This design comes from an exercise in tuning for small area, a short achievable clock period and few clock cycles per item on the open sky130 flow, not from production work.
At most, simulation tests tie the RTL to the original design; equivalence was not proved.
Power and IR drop assume default switching activity.

## onyx
// seq_multiplier
module seq_multiplier #(
    parameter N = 32
)(
    input  wire clk,
    input  wire rst,
    input  wire start,
    input  wire [N-1:0] multiplicand,
    input  wire [N-1:0] multiplier,
    output wire [2*N-1:0] product,
    output wire busy,
    output wire done
);
export LEC_CHECK = 0
export CAP_MARGIN = 20
export CORE_MARGIN = 2
export CORE_UTILIZATION = 50
export PLACE_DENSITY = 0.75
export SETUP_SLACK_MARGIN = 2.6
export SLEW_MARGIN = 20
export TNS_END_PERCENT = 10
create_clock -name core_clock -period 4.5 [get_ports {clk}]
standard.sh (not shown) runs the stock make flow with config.mk's settings and CLKGATE_MAP_FILE= SYNTH_SCRIPT=/design/flow/synth_recipe.tcl, a recipe that flattens the netlist after the stock synthesis.
==> flow/flow/run.sh <==
#!/bin/bash
# Layout flow: the standard ORFS flow (standard.sh, the standard flow's synthesis script), with
#  - no adder-cell mapping (ADDER_MAP_FILE empty): full/half adders are left to abc as plain
#    gates instead of the slower sky130 fa/ha cells; registers are unchanged;
#  - port buffers made of sky130_fd_sc_hd__buf_2 instead of the default delay-cell buffers;
#  - clock tree synthesis without dummy load cells, with a clkbuf_16 root and clkbuf_8 leaves.
# make's full output goes to make_finish.log in the work folder; ORFS keeps each step's log
# under orfs/logs/.
set -euo pipefail
CTS="-sink_clustering_enable -repair_clock_nets -dont_use_dummy_load -root_buf sky130_fd_sc_hd__clkbuf_16 -buf_list sky130_fd_sc_hd__clkbuf_8"
bash standard.sh "ADDER_MAP_FILE=" "BUFFER_PORTS_ARGS=-buffer_cell sky130_fd_sc_hd__buf_2" "CTS_ARGS=$CTS" finish > make_finish.log 2>&1
test -f out/final.def
Testbench counts of onyx, summed over its fixed seeds: cycles 19,200, items 1,600.
Here is what was changed in the inputs of cedar compared with onyx.
# onyx
export LEC_CHECK = 0
export CAP_MARGIN = 20
export CORE_MARGIN = 2
export CORE_UTILIZATION = 50
export PLACE_DENSITY = 0.75
export SETUP_SLACK_MARGIN = 2.6
export SLEW_MARGIN = 20
export TNS_END_PERCENT = 10
create_clock -name core_clock -period 4.5 [get_ports {clk}]
# cedar
export LEC_CHECK = 0
export CAP_MARGIN = 20
export CORE_MARGIN = 2
export CORE_UTILIZATION = 50
export PLACE_DENSITY = 0.75
export SETUP_SLACK_MARGIN = 2.6
export SLEW_MARGIN = 20
export TNS_END_PERCENT = 5
create_clock -name core_clock -period 4.5 [get_ports {clk}]
[summary]
onyx closes out successfully: all stages finished, all timing, DRC and antenna checks passed.
cedar: full flow OK, the timing, DRC and antenna checks passed
Comparing onyx and cedar, power consumption is higher on cedar.
Compared with onyx, in cedar register share of the cell area ~0 delta, maximum number of pins on one net before global-route repair -2, number of filler instances in the final layout -2.2%, total routing resource utilization after global routing -0.57 points, ratio of final minimum period to clock period -0.37 points.
Min internal power component across onyx and cedar: onyx
Sum of met2 wire segment lengths after detailed routing of cedar exceeds that of onyx by a few percent.
diff inputs: cedar => ember
# cedar
export LEC_CHECK = 0
export CAP_MARGIN = 20
export CORE_MARGIN = 2
export CORE_UTILIZATION = 50
export PLACE_DENSITY = 0.75
export SETUP_SLACK_MARGIN = 2.6
export SLEW_MARGIN = 20
export TNS_END_PERCENT = 5
create_clock -name core_clock -period 4.5 [get_ports {clk}]
# ember
export LEC_CHECK = 0
export CAP_MARGIN = 20
export CORE_MARGIN = 2
export CORE_UTILIZATION = 50
export PLACE_DENSITY = 0.75
export SETUP_SLACK_MARGIN = 2.5
export SLEW_MARGIN = 20
export TNS_END_PERCENT = 5
create_clock -name core_clock -period 4.5 [get_ports {clk}]
The highest-delay cell along the critical path comes out sky130_fd_sc_hd__xor3_1 in one run and sky130_fd_sc_hd__dfxtp_1 in the other, namely in cedar and ember respectively.
On power, cedar tracks ember almost exactly.
Routed wire in ember totals less than in cedar.
Cmp ember vs cedar: instance area at placement lower in ember
The run showing the greater delay of the slowest cell on the worst path is ember.
Of ember and cedar, the lower area used by sequential logic in the layout belongs to ember.


Another version of the RTL of seq_multiplier (not shown whole).
For scale: roughly 1100 cells after synthesis, ~190 flip-flops, roughly 130 I/O pins, roughly 10000 um2 of cells after synthesis.
clock: 4.5 ns
lec_check: 0
cap_margin: 20
core_margin: 2
core_utilization: 40
setup_slack_margin: 2.6
slew_margin: 20
run.sh (not shown) runs the stock make flow with config.mk's settings and CLKGATE_MAP_FILE= SYNTH_SCRIPT=/design/flow/synth_recipe.tcl, a recipe that flattens the netlist after the stock synthesis.
Stock flow here: none of the scripts above is used.
The baseline finished with timing, DRC and antenna clean.
Next try:
- SETUP_SLACK_MARGIN: 2.6 -> unset
Outcome: The changed run finished with timing, DRC and antenna clean. Via count decreases by a few percent. Clock-buffer cell count stays the same. Total power decreases by about a fifth. Final area falls by roughly a tenth.
Function was not checked in any run of this note: the RTL went through the layout flow alone.


Another version of the RTL of seq_multiplier (not shown whole).
For scale: ~130 I/O pins, about 9300 um2 of cells after synthesis.
==> flow/config.mk <==
export PLATFORM = sky130hd
export DESIGN_NAME = seq_multiplier
export DESIGN_NICKNAME = seq_multiplier
export VERILOG_FILES = /design/flow/design.v
export SDC_FILE = /design/flow/constraint.sdc
export NUM_CORES = 4
export LEC_CHECK = 0
export CAP_MARGIN = 20
export CORE_MARGIN = 2
export CORE_UTILIZATION = 60
export PLACE_DENSITY = 0.7
export SETUP_SLACK_MARGIN = 2.6
export SLEW_MARGIN = 20
export TNS_END_PERCENT = 10
==> flow/constraint.sdc <==
create_clock -name core_clock -period 4.5 [get_ports {clk}]
set_input_delay 0.9000 -clock core_clock [delete_from_list [all_inputs] [get_ports {clk}]]
set_output_delay 0.9000 -clock core_clock [all_outputs]
set_load 0.01 [all_outputs]
standard.sh (not shown) runs the stock make flow with config.mk's settings and CLKGATE_MAP_FILE= SYNTH_SCRIPT=/design/flow/synth_recipe.tcl, a recipe that flattens the netlist after the stock synthesis.
==> flow/flow/run.sh <==
#!/bin/bash
# Layout flow: the standard ORFS flow (standard.sh, unchanged synthesis), with
#  - port buffers made of sky130_fd_sc_hd__buf_2 instead of the default delay-cell buffers;
#  - clock tree synthesis without dummy load cells, with larger sink clusters.
# make's full output goes to make_finish.log in the work folder; ORFS keeps each step's log
# under orfs/logs/.
set -euo pipefail
CTS="-sink_clustering_enable -repair_clock_nets -dont_use_dummy_load -sink_clustering_size 30 -buf_list sky130_fd_sc_hd__clkbuf_16"
bash standard.sh "BUFFER_PORTS_ARGS=-buffer_cell sky130_fd_sc_hd__buf_2" "CTS_ARGS=$CTS" finish > make_finish.log 2>&1
test -f out/final.def
The baseline passed the timing, DRC and antenna checks.
Testbench counts at the start, summed over its fixed seeds: cycles 19,200, items 1,600.
Then changed:
==> flow/flow/run.sh (replaced) <==
#!/bin/bash
# Layout flow: the standard ORFS flow (standard.sh, unchanged synthesis), with
#  - port buffers made of sky130_fd_sc_hd__buf_2 instead of the default delay-cell buffers;
#  - clock tree synthesis without dummy load cells, with a clkbuf_16 root and clkbuf_8 leaves.
# make's full output goes to make_finish.log in the work folder; ORFS keeps each step's log
# under orfs/logs/.
set -euo pipefail
CTS="-sink_clustering_enable -repair_clock_nets -dont_use_dummy_load -root_buf sky130_fd_sc_hd__clkbuf_16 -buf_list sky130_fd_sc_hd__clkbuf_8"
bash standard.sh "BUFFER_PORTS_ARGS=-buffer_cell sky130_fd_sc_hd__buf_2" "CTS_ARGS=$CTS" finish > make_finish.log 2>&1
test -f out/final.def
- CORE_UTILIZATION: 60 -> 40
- PLACE_DENSITY: 0.7 -> default
- SETUP_SLACK_MARGIN: 2.6 -> 2.7
- TNS_END_PERCENT: 10 -> 5
=>
- worst setup slack improved by 0.011 ns
- area after synthesis stays the same
- flip-flop and latch count does not change
- die area rose by well over a third
- via count fell by a few percent
- cell count rose by a little under a tenth
- utilization fell by 26 points
- non-clock buffer count fell by 11
Then changed:
==> flow/flow/run.sh (replaced) <==
#!/bin/bash
# Layout flow: the standard ORFS flow (standard.sh, unchanged synthesis), with
#  - port buffers made of sky130_fd_sc_hd__buf_2 instead of the default delay-cell buffers;
#  - clock tree synthesis without dummy load cells, with larger sink clusters.
# make's full output goes to make_finish.log in the work folder; ORFS keeps each step's log
# under orfs/logs/.
set -euo pipefail
CTS="-sink_clustering_enable -repair_clock_nets -dont_use_dummy_load -sink_clustering_size 30 -buf_list sky130_fd_sc_hd__clkbuf_16"
bash standard.sh "BUFFER_PORTS_ARGS=-buffer_cell sky130_fd_sc_hd__buf_2" "CTS_ARGS=$CTS" finish > make_finish.log 2>&1
test -f out/final.def
- SETUP_SLACK_MARGIN: 2.7 -> 2.8
- TNS_END_PERCENT: 5 -> 20
Result:
- The changed run finished with timing, DRC and antenna clean
- via count rises by 0.58%
- non-clock buffer count rises by 17
- maximum frequency rises by 2.5%
Then changed:
==> flow/flow/run.sh (replaced) <==
#!/bin/bash
# Layout flow: the standard ORFS flow (standard.sh, unchanged synthesis), with
#  - port buffers made of sky130_fd_sc_hd__buf_2 instead of the default delay-cell buffers;
#  - clock tree synthesis without dummy load cells, with a clkbuf_16 root and clkbuf_8 leaves.
# make's full output goes to make_finish.log in the work folder; ORFS keeps each step's log
# under orfs/logs/.
set -euo pipefail
CTS="-sink_clustering_enable -repair_clock_nets -dont_use_dummy_load -root_buf sky130_fd_sc_hd__clkbuf_16 -buf_list sky130_fd_sc_hd__clkbuf_8"
bash standard.sh "BUFFER_PORTS_ARGS=-buffer_cell sky130_fd_sc_hd__buf_2" "CTS_ARGS=$CTS" finish > make_finish.log 2>&1
test -f out/final.def
- SETUP_SLACK_MARGIN: 2.8 -> 2.5
- TNS_END_PERCENT: 20 -> 100
What happened: Die area does not change. Global-route usage went down by 0.10 points. Register-to-register slack degrades by 0.05 ns. Synthesized cell count stays the same. Total power went down by 6.7%. Utilization went down by 1.4 points.

afterwards: timing with drivers on the ports:
The results above use ideal ports. As a check the final layouts listed here were re-extracted and re-timed, cells and wires unchanged.
Step 1 sets driving cells, clkbuf_16 on the clock port and buf_2 on the other inputs (assumed; they add their load-dependent delay and slew).
Step 2 adds t to the input delays and takes it off the output delays; t is the mean of the earliest and latest rising clock arrival at the registers after step 1. Input paths then give back, and output paths get back, about the clock's delay inside the block.
Three values: ideal, step 1, step 2; two values: the first two.
run	t, ns	slack for setup (ns)	worst hold slack (ns)	latest minus earliest clock arrival (ns)	worst register clock-pin slew, ns
onyx	0.413	2.556 / 2.542 / 2.200	0.464 / 0.464 / 0.464	0.046 / 0.047	0.10 / 0.10
cedar	0.424	2.573 / 2.531 / 2.177	0.472 / 0.472 / 0.472	0.044 / 0.044	0.11 / 0.11
ember	0.417	2.408 / 2.408 / 2.117	0.459 / 0.459 / 0.459	0.041 / 0.041	0.10 / 0.10
the first run of note 2	0.491	2.106 / 2.106 / 2.106	0.444 / 0.444 / 0.444	0.019 / 0.020	0.09 / 0.09
the second run of note 2	0.485	1.602 / 1.602 / 1.602	0.440 / 0.440 / 0.440	0.018 / 0.018	0.09 / 0.09
the first run of note 3	0.459	2.400 / 2.400 / 2.005	0.442 / 0.442 / 0.442	0.019 / 0.020	0.07 / 0.07
the second run of note 3	0.424	2.411 / 2.423 / 1.999	0.441 / 0.441 / 0.441	0.050 / 0.050	0.12 / 0.12
the third run of note 3	0.475	2.462 / 2.462 / 1.997	0.446 / 0.446 / 0.446	0.037 / 0.037	0.08 / 0.08
the fourth run of note 3	0.422	2.383 / 2.391 / 1.969	0.445 / 0.445 / 0.445	0.048 / 0.048	0.11 / 0.11
After both steps every run listed still meets setup and hold. The setup slack of the third run of note 3, which loses most, moves by 0.000 ns with the drivers and by -0.465 ns with both steps.
